What follows belongs to an exercise in optimizing a design on an open flow for small area, a short achievable clock period and few clock cycles; a production flow would make more cautious choices. The RTL was checked by simulation tests, not by an equivalence proof against the original design.

## US_CSC
module US_CSC (
   input  logic            Clock,
   input  logic            Resetn,
   output logic            SRAM_we_n,
   output logic   [17:0]   SRAM_address,
   input  logic   [15:0]   SRAM_read_data,
   output logic   [15:0]   SRAM_write_data,
   input  logic            US_CSC_enable,
   output logic            US_CSC_complete
);
For scale: about 2,000 cells after synthesis, ~55 I/O pins, about 0.021 mm² of cells after synthesis.
export LEC_CHECK = 0
export CAP_MARGIN = 20
export CORE_MARGIN = 2
export CORE_UTILIZATION = 40
export SLEW_MARGIN = 20
create_clock -name core_clock -period 13.5 [get_ports {Clock}]
standard.sh (not shown) runs the stock make flow with config.mk's settings and CLKGATE_MAP_FILE= SYNTH_SCRIPT=/design/flow/synth_recipe.tcl, a recipe that flattens the netlist after the stock synthesis.
==> flow/flow/run.sh <==
#!/bin/bash
# The standard ORFS layout (standard.sh: standard synthesis, the design's clock
# period and constraints), with these changes to how the layout is made:
#  - every input and output port still gets a buffer, but a plain buf_2 instead of
#    the clkdlybuf4s50_1 delay cell that buffer_ports picks by default;
#  - repair_timing keeps 9.2 ns of setup slack as margin, so it also shortens paths
#    that already meet the 13.5 ns clock (upsizing, buffering, pin swaps);
#  - 65% core utilization;
#  - clock tree from clkbuf_16 cells with sink clusters of at most 24 sinks / 60 um.
# make's output goes to standard_run.log; ORFS keeps each step's log under orfs/logs/.
bash standard.sh SETUP_SLACK_MARGIN=9.2 CORE_UTILIZATION=65 \
  "BUFFER_PORTS_ARGS=-buffer_cell sky130_fd_sc_hd__buf_2" \
  CTS_BUF_LIST=sky130_fd_sc_hd__clkbuf_16 CTS_CLUSTER_SIZE=24 CTS_CLUSTER_DIAMETER=60 \
  finish > standard_run.log 2>&1
The starting point passed the timing, design-rule and antenna checks.
Testbench counts at the start, summed over its fixed seeds: cycles 1,536,168.
Then changed:
==> flow/flow/run.sh (replaced) <==
#!/bin/bash
# The standard ORFS layout (standard.sh: standard synthesis, the design's clock
# period and constraints), with these changes to how the layout is made:
#  - every input and output port still gets a buffer, but a plain buf_2 instead of
#    the clkdlybuf4s50_1 delay cell that buffer_ports picks by default;
#  - repair_timing keeps 9 ns of setup slack as margin, so it also shortens paths
#    that already meet the 13.5 ns clock (upsizing, buffering, pin swaps);
#  - 65% core utilization;
#  - clock tree from clkbuf_16 cells with sink clusters of at most 24 sinks / 60 um.
# make's output goes to standard_run.log; ORFS keeps each step's log under orfs/logs/.
bash standard.sh SETUP_SLACK_MARGIN=9 CORE_UTILIZATION=65 \
  "BUFFER_PORTS_ARGS=-buffer_cell sky130_fd_sc_hd__buf_2" \
  CTS_BUF_LIST=sky130_fd_sc_hd__clkbuf_16 CTS_CLUSTER_SIZE=24 CTS_CLUSTER_DIAMETER=60 \
  finish > standard_run.log 2>&1
After rerunning:
- The changed run went through all stages and came out clean
- routed wire length drops by 6.3%
- hold slack is worse by 7.4 ps
- via count drops by 3.0%
- synthesized area does not change
- clock-buffer cell count does not change
- worst setup slack is better by 11 ps
- clock skew is about the same
- register-to-register slack is better by 30 ps
- final cell count drops by 2.8%
Then changed:
--- a/flow/flow/run.sh
+++ b/flow/flow/run.sh
@@ -6,8 +6,8 @@
 #  - repair_timing keeps 9 ns of setup slack as margin, so it also shortens paths
 #    that already meet the 13.5 ns clock (upsizing, buffering, pin swaps);
-#  - 65% core utilization;
+#  - 60% core utilization;
 #  - clock tree from clkbuf_16 cells with sink clusters of at most 24 sinks / 60 um.
 # make's output goes to standard_run.log; ORFS keeps each step's log under orfs/logs/.
-bash standard.sh SETUP_SLACK_MARGIN=9 CORE_UTILIZATION=65 \
+bash standard.sh SETUP_SLACK_MARGIN=9 CORE_UTILIZATION=60 GPL_TIMING_DRIVEN=1 \
   "BUFFER_PORTS_ARGS=-buffer_cell sky130_fd_sc_hd__buf_2" \
   CTS_BUF_LIST=sky130_fd_sc_hd__clkbuf_16 CTS_CLUSTER_SIZE=24 CTS_CLUSTER_DIAMETER=60 \
Result:
- The changed run completed with no timing, DRC or antenna violations
- clock-buffer cell count does not change
- final cell count came out higher slightly
- worst setup slack loses 26 ps
Then changed:
==> flow/flow/run.sh (replaced) <==
#!/bin/bash
# The standard ORFS layout (standard.sh: standard synthesis, the design's clock
# period and constraints), with these changes to how the layout is made:
#  - every input and output port still gets a buffer, but a plain buf_2 instead of
#    the clkdlybuf4s50_1 delay cell that buffer_ports picks by default;
#  - repair_timing keeps 9 ns of setup slack as margin, so it also shortens paths
#    that already meet the 13.5 ns clock (upsizing, buffering, pin swaps);
#  - 65% core utilization;
#  - clock tree from clkbuf_16 cells with sink clusters of at most 32 sinks / 60 um.
# make's output goes to standard_run.log; ORFS keeps each step's log under orfs/logs/.
bash standard.sh SETUP_SLACK_MARGIN=9 CORE_UTILIZATION=65 \
  "BUFFER_PORTS_ARGS=-buffer_cell sky130_fd_sc_hd__buf_2" \
  CTS_BUF_LIST=sky130_fd_sc_hd__clkbuf_16 CTS_CLUSTER_SIZE=32 CTS_CLUSTER_DIAMETER=60 \
  finish > standard_run.log 2>&1
- worst setup slack gains 26 ps
- via count goes up by about 0.7%
- global-route usage rose by 2.1 points
- register-to-register slack gains 40 ps
- synthesized cell count does not change
- design area fell by 0.63%

========
## lagoon
Another version of the RTL of US_CSC (not shown whole).
For scale: roughly 2,000 cells after synthesis, about 310 flip-flops.
==> flow/config.mk <==
export PLATFORM = sky130hd
export DESIGN_NAME = US_CSC
export DESIGN_NICKNAME = US_CSC
export VERILOG_FILES = /design/flow/design.v
export SDC_FILE = /design/flow/constraint.sdc
export NUM_CORES = 4
export LEC_CHECK = 0
export CAP_MARGIN = 20
export CORE_MARGIN = 2
export CORE_UTILIZATION = 40
export SLEW_MARGIN = 20
==> flow/constraint.sdc <==
create_clock -name core_clock -period 13.5 [get_ports {Clock}]
set_input_delay 2.7000 -clock core_clock [delete_from_list [all_inputs] [get_ports {Clock}]]
set_output_delay 2.7000 -clock core_clock [all_outputs]
set_load 0.01 [all_outputs]
==> flow/flow/run.sh <==
#!/bin/bash
# The standard ORFS layout (standard.sh) with a larger repair_timing setup margin,
# a different core utilization and clock-tree buffers; make's output goes to
# standard_run.log, ORFS keeps each step's log under orfs/logs/.
bash standard.sh SETUP_SLACK_MARGIN=9 CORE_UTILIZATION=55 CTS_BUF_LIST=sky130_fd_sc_hd__clkbuf_16 CTS_CLUSTER_SIZE=24 CTS_CLUSTER_DIAMETER=60 finish > standard_run.log 2>&1
Testbench counts of lagoon, summed over its fixed seeds: cycles 1,536,168.
Modified inputs, garnet compared to lagoon
==> flow/flow/run.sh <==
#!/bin/bash
# Standard ORFS layout at the design's clock period and constraints; repair_timing
# is asked to keep extra setup slack so it works on the longest paths.
bash standard.sh SETUP_SLACK_MARGIN=9 CORE_UTILIZATION=60 CTS_BUF_LIST=sky130_fd_sc_hd__clkbuf_16 CTS_CLUSTER_SIZE=24 CTS_CLUSTER_DIAMETER=60 finish > standard_run.log 2>&1
--- outcome ---
- garnet: all stages complete, timing, DRC and antenna checks passed
- The number of placed cells counting well taps reported for garnet is smaller than that of lagoon by 2.2%.
- Sort lagoon and garnet by detailed-route via count, ascending, and lagoon comes first.
- Die boundary width in garnet is 8.4 µm lower than in lagoon
- From lagoon to garnet the numbers moved as follows: clock-buffer cell count saw a decrease, cell area saw a decrease, area growth from synthesis to layout saw a decrease, total met2 wirelength after detailed routing saw a decrease.
## Diff of input files: fjord against garnet
==> flow/flow/run.sh <==
#!/bin/bash
# The standard ORFS layout (standard.sh: standard synthesis, the design's clock
# period and constraints), with these changes to how the layout is made:
#  - every input and output port still gets a buffer, but a plain buf_2 instead of
#    the clkdlybuf4s50_1 delay cell that buffer_ports picks by default;
#  - repair_timing keeps 9 ns of setup slack as margin, so it also shortens paths
#    that already meet the 13.5 ns clock (upsizing, buffering, pin swaps);
#  - 60% core utilization;
#  - clock tree from clkbuf_16 cells with sink clusters of at most 24 sinks / 60 um.
# make's output goes to standard_run.log; ORFS keeps each step's log under orfs/logs/.
bash standard.sh SETUP_SLACK_MARGIN=9 CORE_UTILIZATION=60 \
  "BUFFER_PORTS_ARGS=-buffer_cell sky130_fd_sc_hd__buf_2" \
  CTS_BUF_LIST=sky130_fd_sc_hd__clkbuf_16 CTS_CLUSTER_SIZE=24 CTS_CLUSTER_DIAMETER=60 \
  finish > standard_run.log 2>&1
[summary]
- From fjord to garnet, largest buffer count on any clock path did not move at all.
- Compared to garnet, the router laid down less metal wire for fjord.
- Taking garnet as the reference, in fjord total of fill cells in the finished design saw an increase, ratio of cells with drive above 1 in the final layout higher, final cell count saw a decrease, first-pass GRT wire length held.
- Diff garnet -> fjord: first-iteration DRC count decreased by 33 relative to the old numbers; design area fell by about 1.7%.
The following lists how nickel was set up differently from fjord:
==> flow/flow/run.sh <==
#!/bin/bash
# The standard ORFS layout (standard.sh) with a larger repair_timing setup margin,
# a different core utilization and clock-tree buffers; make's output goes to
# standard_run.log, ORFS keeps each step's log under orfs/logs/.
bash standard.sh SETUP_SLACK_MARGIN=9.5 CORE_UTILIZATION=60 CTS_BUF_LIST=sky130_fd_sc_hd__clkbuf_16 CTS_CLUSTER_SIZE=24 CTS_CLUSTER_DIAMETER=60 finish > standard_run.log 2>&1
Notes after the runs:
Diff nickel..fjord | DRC violation count after routing | unchanged
fjord ended up with greg[7] as its termination of the worst setup path; nickel ended up with greg[8].
Clock latency on the worst-skew pair on nickel is up relative to fjord.
Maximum single-stage delay on the critical path down 0.04 ns in nickel wrt fjord
From nickel to fjord, number of distinct library cells after synthesis did not move at all.
fjord → nickel: sequential share of layout area moved down; final standard cell count with taps included and fillers excluded has increased; signed area change from the synthesized netlist to the final layout went up.
The final layout from nickel, which completed every stage, passed the timing, design-rule and antenna checks at the end of the flow.
[inputs] raven vs nickel
==> flow/flow/run.sh <==
#!/bin/bash
# The standard ORFS layout (standard.sh: standard synthesis, the design's clock
# period and constraints), with these changes to how the layout is made:
#  - repair_timing keeps 9 ns of setup slack as margin, so it also shortens paths
#    that already meet the 13.5 ns clock (upsizing, buffering, pin swaps);
#  - 60% core utilization;
#  - clock tree from clkbuf_16 cells with sink clusters of at most 24 sinks / 60 um.
# make's output goes to standard_run.log; ORFS keeps each step's log under orfs/logs/.
bash standard.sh SETUP_SLACK_MARGIN=9 CORE_UTILIZATION=60 \
  CTS_BUF_LIST=sky130_fd_sc_hd__clkbuf_16 CTS_CLUSTER_SIZE=24 CTS_CLUSTER_DIAMETER=60 \
  finish > standard_run.log 2>&1
Findings:
- Summary: with nickel as the reference, cell area after layout in raven moved down by a few percent.
- Looking at global routing's busiest layer, the met1 result is from raven; the met2 one comes from nickel.
- Endpoint arrival time on the critical path in raven is 3.12 ns below nickel.
- Between nickel and raven, the area taken by flip-flops and latches does not differ in any meaningful way.
- nickel → raven: number of buffer and inverter instances along the worst setup path went down 2; HPWL after detailed placement decreased about 1.1%; DRC violation total after the first TritonRoute iteration has decreased.

separate check: timing with driven ports:
In the flow no input, the clock included, has a driving cell. The finished layouts below were timed again as built, in two steps.
Step 1 sets driving cells, clkbuf_16 on the clock port and buf_2 on the other inputs (assumed; they add their load-dependent delay and slew).
Step 2 adds t to the input delays and takes it off the output delays; t is the mean of the earliest and latest rising clock arrival at the registers after step 1. Input paths then give back, and output paths get back, about the clock's delay inside the block.
Three values: ideal, step 1, step 2; two values: the first two.
run	t (ns)	slack for setup (ns)	clock arrival spread, ns	slew at the worst register clock pin (ns)	worst data-port slew with drivers (ns)
the first run of note 1	0.612	9.105 / 9.105 / 9.105	0.028 / 0.028	0.09 / 0.09	0.05
the second run of note 1	0.611	9.116 / 9.058 / 9.130	0.029 / 0.029	0.09 / 0.09	0.04
the third run of note 1	0.605	9.090 / 9.040 / 9.090	0.018 / 0.019	0.09 / 0.09	0.03
the fourth run of note 1	0.611	9.116 / 9.058 / 9.130	0.029 / 0.029	0.09 / 0.09	0.04
lagoon	0.606	8.791 / 8.734 / 8.971	0.028 / 0.028	0.09 / 0.09	0.04
garnet	0.598	8.951 / 8.896 / 9.003	0.038 / 0.038	0.09 / 0.09	0.04
fjord	0.607	8.977 / 8.949 / 8.977	0.025 / 0.024	0.09 / 0.09	0.04
nickel	0.627	9.036 / 8.992 / 9.036	0.019 / 0.019	0.09 / 0.09	0.04
raven	0.598	8.951 / 8.896 / 9.003	0.038 / 0.038	0.09 / 0.09	0.04
After both steps every run listed still meets setup and hold.
